What follows belongs to an exercise in optimizing a design on an open flow for small area and a short achievable clock period; a production flow would make more cautious choices.
The RTL of this run was laid out without a check of its function.
No driver is modelled on the clock port, so clock power and skew are understated where the tree is cut down; a real chip needs a root buffer or a tree.
Power figures rest on the tool's default switching activity, not on a simulated workload.

### config.mk
export PLATFORM = sky130hd
export DESIGN_NAME = fifo_32
export DESIGN_NICKNAME = fifo_32
export VERILOG_FILES = /design/flow/design.v
export SDC_FILE = /design/flow/constraint.sdc
export NUM_CORES = 4
export LEC_CHECK = 0
export CAP_MARGIN = 20
export CORE_MARGIN = 2
export CORE_UTILIZATION = 60
export SETUP_SLACK_MARGIN = 2.15
export SLEW_MARGIN = 20
export SYNTH_HIERARCHICAL = 1
### constraint.sdc
create_clock -name core_clock -period 3.5 [get_ports {clock}]
set_input_delay 0.7000 -clock core_clock [delete_from_list [all_inputs] [get_ports {clock}]]
set_output_delay 0.7000 -clock core_clock [all_outputs]
set_load 0.01 [all_outputs]
### design.v
module fifo_32_pre(
	input [4:0] cnt,
	output [4:0] cntInc,
	output [4:0] cntDec,
	output eq2,
	output eq30
	);
	assign cntInc = cnt + 5'd1;
	assign cntDec = cnt - 5'd1;
	assign eq2 = (cnt == 5'd2);
	assign eq30 = (cnt == 5'd30);
endmodule
module fifo_32_ao22(
	input a,
	input b,
	input c,
	input d,
	output y
	);
	assign y = (a & b) | (c & d);
endmodule
module fifo_32_ao221(
	input a,
	input b,
	input c,
	input d,
	input e,
	output y
	);
	assign y = (a & b) | (c & d) | e;
endmodule
module fifo_32_ao222(
	input a,
	input b,
	input c,
	input d,
	input e,
	input f,
	output y
	);
	assign y = (a & b) | (c & d) | (e & f);
endmodule
module fifo_32_aoi21(
	input a,
	input b,
	input c,
	output y
	);
	assign y = ~((a & b) | c);
endmodule
module fifo_32_aoi22(
	input a,
	input b,
	input c,
	input d,
	output y
	);
	assign y = ~((a & b) | (c & d));
endmodule
module fifo_32_and3b(
	input a,
	input b,
	input c,
	output y
	);
	assign y = a & b & ~c;
endmodule
module fifo_32_nand4(
	input a,
	input b,
	input c,
	input d,
	output y
	);
	assign y = ~(a & b & c & d);
endmodule
module fifo_32_nand2(
	input a,
	input b,
	output y
	);
	assign y = ~(a & b);
endmodule
module fifo_32_and2(
	input a,
	input b,
	output y
	);
	assign y = a & b;
endmodule
module fifo_32_and3(
	input a,
	input b,
	input c,
	output y
	);
	assign y = a & b & c;
endmodule
module fifo_32_nor2(
	input a,
	input b,
	output y
	);
	assign y = ~(a | b);
endmodule
module fifo_32(
	clock,
	reset,
	write,
	datain,
	read,
	dataout,
	full,
	empty
	);
	input clock;
	input reset;
	input write, read;
	input [7:0] datain;
	output [7:0] dataout;
	output full, empty;
	reg [255:0] buffer;
	reg [3:0] wLo;
	reg [7:0] wHi;
	reg [31:0] rSel;
	reg [4:0] cnt;
	reg fullR, emptyR, nFull, nEmpty, aeR, afR;
	reg [7:0] dataoutReg;
	assign dataout = dataoutReg;
	assign full = fullR;
	assign empty = emptyR;
	wire writeEn = write & nFull;
	wire readEn = read & nEmpty;
	wire [4:0] cntInc, cntDec;
	wire eq2, eq30;
	fifo_32_pre u_pre(
		.cnt(cnt), .cntInc(cntInc), .cntDec(cntDec),
		.eq2(eq2), .eq30(eq30));
	genvar g, b;
	wire wLo3F = wLo[3] & nFull;
	wire wAdv, wHold, wHiAdv, wHiHold;
	fifo_32_and3b u_wadv(.a(write), .b(nFull), .c(reset), .y(wAdv));
	fifo_32_aoi21 u_whold(.a(write), .b(nFull), .c(reset), .y(wHold));
	fifo_32_and3b u_whadv(.a(write), .b(wLo3F), .c(reset), .y(wHiAdv));
	fifo_32_aoi21 u_whhold(.a(write), .b(wLo3F), .c(reset), .y(wHiHold));
	wire [3:0] wLoNext;
	wire [7:0] wHiNext;
	generate
		for (g = 0; g < 4; g = g + 1) begin : gwlo
			if (g == 0) begin : g0
				fifo_32_ao221 u_s(
					.a(wAdv), .b(wLo[3]), .c(wHold), .d(wLo[0]), .e(reset),
					.y(wLoNext[0]));
			end else begin : gn
				fifo_32_ao22 u_s(
					.a(wAdv), .b(wLo[g - 1]), .c(wHold), .d(wLo[g]),
					.y(wLoNext[g]));
			end
		end
		for (g = 0; g < 8; g = g + 1) begin : gwhi
			if (g == 0) begin : g0
				fifo_32_ao221 u_s(
					.a(wHiAdv), .b(wHi[7]), .c(wHiHold), .d(wHi[0]), .e(reset),
					.y(wHiNext[0]));
			end else begin : gn
				fifo_32_ao22 u_s(
					.a(wHiAdv), .b(wHi[g - 1]), .c(wHiHold), .d(wHi[g]),
					.y(wHiNext[g]));
			end
		end
	endgenerate
	always @(posedge clock) begin
		wLo <= wLoNext;
		wHi <= wHiNext;
	end
	wire [3:0] wSelLo;
	wire [31:0] rowWe, rowWeN;
	wire [255:0] bufferNext;
	generate
		for (g = 0; g < 4; g = g + 1) begin : gwsel
			fifo_32_and3 u_ws(.a(write), .b(nFull), .c(wLo[g]), .y(wSelLo[g]));
		end
		for (g = 0; g < 32; g = g + 1) begin : gwe
			fifo_32_and2 u_we(.a(wSelLo[g % 4]), .b(wHi[g / 4]), .y(rowWe[g]));
			fifo_32_nand2 u_wen(.a(wSelLo[g % 4]), .b(wHi[g / 4]), .y(rowWeN[g]));
			for (b = 0; b < 8; b = b + 1) begin : gbit
				fifo_32_ao22 u_d(
					.a(rowWe[g]), .b(datain[b]),
					.c(rowWeN[g]), .d(buffer[8*g + b]),
					.y(bufferNext[8*g + b]));
			end
		end
	endgenerate
	always @(posedge clock) begin
		buffer <= bufferNext;
	end
	wire [8*16-1:0] pairN;
	wire [8*4-1:0] oct;
	wire [8*2-1:0] halfN;
	wire readOkN = ~(read & nEmpty & ~reset);
	wire [7:0] dataoutNext;
	generate
		for (b = 0; b < 8; b = b + 1) begin : gbitr
			for (g = 0; g < 16; g = g + 1) begin : gpair
				fifo_32_aoi22 u_p(
					.a(buffer[16*g + b]), .b(rSel[2*g]),
					.c(buffer[16*g + 8 + b]), .d(rSel[2*g+1]),
					.y(pairN[8*g + b]));
			end
			for (g = 0; g < 4; g = g + 1) begin : goct
				fifo_32_nand4 u_o(
					.a(pairN[32*g + b]), .b(pairN[32*g + 8 + b]),
					.c(pairN[32*g + 16 + b]), .d(pairN[32*g + 24 + b]),
					.y(oct[8*g + b]));
			end
			for (g = 0; g < 2; g = g + 1) begin : ghalf
				fifo_32_nor2 u_h(
					.a(oct[16*g + b]), .b(oct[16*g + 8 + b]),
					.y(halfN[8*g + b]));
			end
			fifo_32_aoi21 u_d(.a(halfN[b]), .b(halfN[8 + b]), .c(readOkN), .y(dataoutNext[b]));
		end
	endgenerate
	wire rAdv, rHold;
	fifo_32_and3b u_radv(.a(read), .b(nEmpty), .c(reset), .y(rAdv));
	fifo_32_aoi21 u_rhold(.a(read), .b(nEmpty), .c(reset), .y(rHold));
	wire [31:0] rSelNext;
	generate
		for (g = 0; g < 32; g = g + 1) begin : gsel
			if (g == 0) begin : g0
				fifo_32_ao221 u_s(
					.a(rAdv), .b(rSel[31]), .c(rHold), .d(rSel[0]), .e(reset),
					.y(rSelNext[0]));
			end else begin : gn
				fifo_32_ao22 u_s(
					.a(rAdv), .b(rSel[g - 1]), .c(rHold), .d(rSel[g]),
					.y(rSelNext[g]));
			end
		end
	endgenerate
	always @(posedge clock) begin
		rSel <= rSelNext;
		dataoutReg <= dataoutNext;
	end
	wire onlyW = writeEn & ~readEn;
	wire onlyR = readEn & ~writeEn;
	wire sW = onlyW & ~reset;
	wire sR = onlyR & ~reset;
	wire sK = ~onlyW & ~onlyR & ~reset;
	wire [4:0] cntNext;
	wire aeNext, afNext;
	generate
		for (g = 0; g < 5; g = g + 1) begin : gcnt
			fifo_32_ao222 u_c(
				.a(sW), .b(cntInc[g]), .c(sR), .d(cntDec[g]), .e(sK), .f(cnt[g]),
				.y(cntNext[g]));
		end
	endgenerate
	fifo_32_ao222 u_ae(.a(sW), .b(~nEmpty), .c(sR), .d(eq2), .e(sK), .f(aeR), .y(aeNext));
	fifo_32_ao222 u_af(.a(sW), .b(eq30), .c(sR), .d(~nFull), .e(sK), .f(afR), .y(afNext));
	wire emptyNext = reset | (~writeEn & (~nEmpty | (read & aeR)));
	wire fullNext = ~reset & ~readEn & (~nFull | (write & afR));
	always @(posedge clock) begin
		cnt <= cntNext;
		aeR <= aeNext;
		afR <= afNext;
		emptyR <= emptyNext;
		nEmpty <= ~emptyNext;
		fullR <= fullNext;
		nFull <= ~fullNext;
	end
endmodule
### flow/run.sh
#!/bin/bash
# Standard layout (the standard.sh) with these changes:
#  - flow/fp_pre.tcl sets the synthesised combinational cells to drive
#    strength 1 before floorplanning (the resizer upsizes what timing needs);
#  - port buffers are buf_2 (the default choice is a slow delay cell);
#  - the clock tree is built without dummy loads, from larger sink clusters;
#  - flow/cts_pre.tcl then removes the middle level of the clock tree, so the
#    root buffer drives the leaf buffers directly (every register still sees
#    two buffers from the clock port, balanced), and splits the root into one
#    root buffer per quadrant, each driven by the clock port.
set -uo pipefail
HERE=$(pwd)
bash standard.sh "BUFFER_PORTS_ARGS=-buffer_cell sky130_fd_sc_hd__buf_2" \
  "PRE_FLOORPLAN_TCL=$HERE/flow/fp_pre.tcl" \
  "PRE_CTS_TCL=$HERE/flow/cts_pre.tcl" \
  "CTS_ARGS=-sink_clustering_enable -repair_clock_nets -dont_use_dummy_load -sink_clustering_size 30 -sink_clustering_max_diameter 100 -buf_list sky130_fd_sc_hd__clkbuf_16" \
  finish > make_finish.log 2>&1
### flow/cts_pre.tcl
# Wrap clock_tree_synthesis: after the tree is built, remove the buffers between
# the root buffer and the leaf buffers, so the root drives every leaf buffer
# directly (two buffers from the clock port to each register, all balanced).
proc my_flatten_clock_tree {} {
  set block [ord::get_db_block]
  set port_net [[$block findBTerm clock] getNet]
  set roots {}
  foreach it [$port_net getITerms] { lappend roots [$it getInst] }
  foreach root $roots {
    set rnet [[$root findITerm X] getNet]
    set changed 1
    while {$changed} {
      set changed 0
      foreach it [$rnet getITerms] {
        if {[$it isOutputSignal]} { continue }
        set b [$it getInst]
        set m [[$b getMaster] getName]
        if {![string match "*clkbuf*" $m]} { continue }
        set bout [$b findITerm X]
        set bnet [$bout getNet]
        # only a buffer whose loads are all clock buffers is removed
        set allbuf 1
        foreach l [$bnet getITerms] {
          if {[$l isOutputSignal]} { continue }
          if {![string match "*clkbuf*" [[[$l getInst] getMaster] getName]]} { set allbuf 0 }
        }
        if {!$allbuf} { continue }
        set loads {}
        foreach l [$bnet getITerms] { if {![$l isOutputSignal]} { lappend loads $l } }
        foreach l $loads { $l disconnect; $l connect $rnet }
        $bout disconnect
        $it disconnect
        puts "flatten_clock_tree: removed [$b getName] ([llength $loads] loads moved to [$rnet getName])"
        odb::dbInst_destroy $b
        odb::dbNet_destroy $bnet
        set changed 1
        break
      }
    }
  }
}
proc my_split_clock_root {} {
  set block [ord::get_db_block]
  set port_net [[$block findBTerm clock] getNet]
  set its [$port_net getITerms]
  if {[llength $its] != 1} { return }
  set root [[lindex $its 0] getInst]
  set rnet [[$root findITerm X] getNet]
  set loads {}
  foreach l [$rnet getITerms] { if {![$l isOutputSignal]} { lappend loads $l } }
  if {[llength $loads] < 6} { return }
  set sx 0; set sy 0
  foreach l $loads {
    set loc [[$l getInst] getLocation]
    set sx [expr {$sx + [lindex $loc 0]}]; set sy [expr {$sy + [lindex $loc 1]}]
  }
  set cx [expr {$sx / [llength $loads]}]; set cy [expr {$sy / [llength $loads]}]
  array set grp {}
  foreach l $loads {
    set loc [[$l getInst] getLocation]
    set q [expr {([lindex $loc 0] >= $cx ? 1 : 0) + ([lindex $loc 1] >= $cy ? 2 : 0)}]
    lappend grp($q) $l
  }
  set master [$root getMaster]
  set n 0
  foreach q [lsort [array names grp]] {
    set members $grp($q)
    set gx 0; set gy 0
    foreach l $members {
      set loc [[$l getInst] getLocation]
      set gx [expr {$gx + [lindex $loc 0]}]; set gy [expr {$gy + [lindex $loc 1]}]
    }
    set gx [expr {$gx / [llength $members]}]; set gy [expr {$gy / [llength $members]}]
    if {$n == 0} {
      $root setLocation $gx $gy
      set keep $members
    } else {
      set b [odb::dbInst_create $block $master "clkbuf_root_${n}_clock"]
      set net [odb::dbNet_create $block "clknet_root_${n}_clock"]
      $net setSigType CLOCK
      $b setLocation $gx $gy
      $b setPlacementStatus PLACED
      [$b findITerm A] connect $port_net
      [$b findITerm X] connect $net
      foreach l $members { $l disconnect; $l connect $net }
      puts "split_clock_root: [$b getName] drives [llength $members] leaf buffers"
    }
    incr n
  }
}
rename clock_tree_synthesis my_orig_clock_tree_synthesis
proc clock_tree_synthesis {args} {
  my_orig_clock_tree_synthesis {*}$args
  my_flatten_clock_tree
  my_split_clock_root
}
### flow/fp_pre.tcl
# Before floorplanning, set every combinational cell of the synthesised
# netlist to its smallest drive strength (_1). Synthesis sizes cells for an
# assumed load; the resizer later upsizes the cells that timing needs.
# Registers and clock cells are left as synthesis made them.
set my_db [ord::get_db]
set my_n 0
foreach inst [[ord::get_db_block] getInsts] {
  set name [[$inst getMaster] getName]
  if {![regexp {^(sky130_fd_sc_hd__[a-z0-9]+)_([0-9]+)$} $name -> base size]} { continue }
  if {$size <= 1} { continue }
  if {[regexp {df|dl|clk|conb|tap|fill|decap} $base]} { continue }
  set small [$my_db findMaster ${base}_1]
  if {$small == "NULL" || $small == ""} { continue }
  $inst swapMaster $small
  incr my_n
}
puts "fp_pre: set $my_n cells to drive strength 1"
### standard.sh
#!/bin/bash
# synth_recipe.tcl (not shown) runs the flow's synth.tcl, then flattens the netlist and writes it again
# the make line also repeats each setting of config.mk as NAME=value (left out here)
make -C /OpenROAD-flow-scripts/flow DESIGN_CONFIG=/design/flow/config.mk WORK_HOME=/design/flow/orfs CLKGATE_MAP_FILE= SYNTH_SCRIPT=/design/flow/synth_recipe.tcl "${@:-finish}"
==> results.txt <==
==> state kept, by name (all words and copies together) (netlist names), 4 cells and up <==
name,flops
cnt,5
rSel,32
dataoutReg,8
wHi,8
buffer,256
wLo,4
==> worst max-delay path, cell delays in order <==
cell and delay, ns:
sky130_fd_sc_hd__buf_12 0.11, sky130_fd_sc_hd__and2_4 0.17, sky130_fd_sc_hd__ha_4 0.20, sky130_fd_sc_hd__nor2b_4 0.15, sky130_fd_sc_hd__a222oi_1 0.32, sky130_fd_sc_hd__inv_1 0.08
==> report_power, final <==
group	total (mW)	switching (mW)	internal (mW)
sequential	3.82	0.0859	3.74
combinational	0.357	0.210	0.147
clock	1.80	1.02	0.779
total	5.98	1.32	4.66
==> routing by layer <==
| layer | vias up | global-route usage | routed length (um) |
|---|---|---|---|
| met3 | 67 | 0.0695 | 2840 |
| met2 | 443 | 0.477 | 13800 |
| li1 | 3922 | - | - |
| met5 | - | 0 | 0 |
| met1 | 4305 | 0.419 | 13100 |
| met4 | 0 | 0.104 | 954 |
==> area by class of cell, clock buffers not listed <==
cell class                 instances  share of cell area
tap                              229              0.0229
timing repair buffer              36              0.0310
buffer                             3             0.00600
multi-input combinational        597               0.399
inverter                          14             0.00420
sequential                       319               0.513
==> per-stage QoR <==
step	hold WS, ns	utilization
2_1_floorplan	0.440	-
3_3_place_gp	0.453	0.649
3_5_place_dp	0.453	0.649
4_1_cts	0.477	0.688
5_1_grt	0.490	0.694
6_report	0.474	0.694
==> cells in the final DEF (no fill, tap or decap), drive strengths merged <==
master and n:
dfxtp 319, a22o 297, a22oi 128, buf 36, and2 34, nand2 34
nand4 32, nor2 16, clkbuf 15, inv 14, a21oi 12, a222oi 7
ha 5, and3 4, xor2 4, and3b 4, nor2b 3, a221o 3
nand3 2, xnor2 2, a211oi 1, nand2b 1, a21boi 1, o21bai 1
o21ba 1, a211o 1, nor3b 1, nor3 1, nor4b 1, and4 1
==> worst paths after layout <==
path / to / start / slack (ns)
max: cnt[1] / write / 1.98
min: buffer[138] / buffer[138] / 0.47
max reg2reg: cnt[1] / nFull / 2.04
min reg2reg: buffer[138] / buffer[138] / 0.47
==> timing repair <==
| action | in CTS | in global routing |
|---|---|---|
| buffers inserted | 15 | 0 |
| setup endpoints to repair | 322 | 306 |
| gates cloned | 2 | 0 |
| pin swaps | 12 | 26 |
| gates resized for setup | 51 | 26 |
==> impl_summary.log <==
[metrics] run status: complete, no violations
[metrics] Critical Path Sink Type: flip-flop
[metrics] final RePlAce weighted congestion: 0.866
[metrics] type of the worst setup path: in2reg
[metrics] number of vias in the routed layout: 8737
[metrics] remaining global-route overflow: 0
[metrics] global-route total usage across every layer: 0.304
[metrics] Worst-path clk slew: 0.11 ns
[metrics] hold violation count in the final report: 0
[metrics] maximum resistive drop on vdd: 0.695 mV
[metrics] net count of the finished layout: 1000
[metrics] final setup violation count: 0
[metrics] vias in the first global route: 8243
[metrics] actual transition at the worst max-transition pin: 0.750 ns
[metrics] Std-Cell Rows: 49
[metrics] area taken by multi-input logic gates: 4990 um^2
[metrics] num ports: 22
[metrics] CP max FO: 7
[metrics] Yosys warning total: 7
[metrics] headroom to the max-slew limit: 0.499
[metrics] Post-Route Skew: 0.0397 ns
[metrics] Hold/Removal Path Class: reg2reg
[metrics] max frequency: 658 MHz
[metrics] Worst Reg-to-Reg Cells: 6
[metrics] area of the core: 18000 um^2
[metrics] leak pwr: 4.86 nW
[metrics] cell count after synthesis: 930
[metrics] count of final max-slew check failures: 0
[metrics] critical path data arrival time: 1.73 ns
[metrics] Layout fillers: 1331
[metrics] Final WS setup: 1.98 ns
[metrics] critical path startpoint category: input pin
[metrics] setup repair after global routing missed its margin: yes
[metrics] die span in x: 140 um
[metrics] number of cells after detailed placement: 1178
[metrics] number of optimization iterations in the first detailed-route pass: 5
[metrics] worst slack at placement: 1.52 ns
[metrics] power after layout: 5.98 mW
[metrics] cell area after layout: 12500 um^2
[metrics] number of max-cap violations: 0
[metrics] final critical-path share of the clock period: 0.434
[metrics] number of nets still failing antenna checks after routing: 0
[metrics] initial core utilization: 0.612
[metrics] remaining routing DRC violations: 0
[metrics] later-pin clock latency in the skew report: 0.32 ns
[metrics] antenna diode instance count: 0
[metrics] Die Height: 140 um
[metrics] maximum number of pins on one net before global-route repair: 33
[metrics] Total Negative Setup Slacks: 0 ns
[metrics] layout cells sized above 1: 0.174
[metrics] number of buffers inserted by hold repair at cts: 0
[metrics] Placed Instance Area: 11700 um^2
[metrics] Die Footprint: 19500 um^2
[metrics] number of antenna violations at the first check in global routing: 0
[metrics] detailed placer's ending HPWL: 19500 um
[metrics] final std cells w/o fill: 1210
[metrics] first-pass GRT wire length: 46600 um
[metrics] routed length per placed instance: 25.3 um
[metrics] final critical-path required period: 1.52 ns
[metrics] Sink Count: 319
[metrics] initial detailed-routing violation count: 981
[metrics] Req. time, crit path: 3.71 ns
[metrics] mean number of vias per cell: 7.22
[metrics] Power Dens Cells: 478 nW/um^2
[metrics] nets in the synthesized netlist: 947
[metrics] Cells on Worst Hold Path: 1
[metrics] total wire length: 30600 um
[metrics] I/O Buffers: 21
[metrics] Storage cell area: 6420 um^2

==> separate check: timing with driven ports <==
In the flow no input, the clock included, has a driving cell. The finished layout below was timed again as built, in two steps.
Step 1 (the two cells are an assumption about what drives the block):
set clk [get_ports {clock}]
set_driving_cell -lib_cell sky130_fd_sc_hd__clkbuf_16 $clk
set_driving_cell -lib_cell sky130_fd_sc_hd__buf_2 [delete_from_list [all_inputs] $clk]
Step 2 also shifts input and output timing later by t, the mid clock arrival at the registers, as if the neighbouring blocks saw the same clock.
Slacks: ideal / step 1 / step 2; pairs: ideal / step 1.
t, ns: 0.404
slack for setup (ns): 1.980 / 1.926 / 1.628
clock arrival spread, ns: 0.040 / 0.040
worst data-port slew with drivers (ns): 0.06
cell pins on the clock port's net: 4
After both steps setup and hold are still met in this run. The setup slack of this run moves by -0.054 ns with the drivers and by -0.352 ns with both steps.
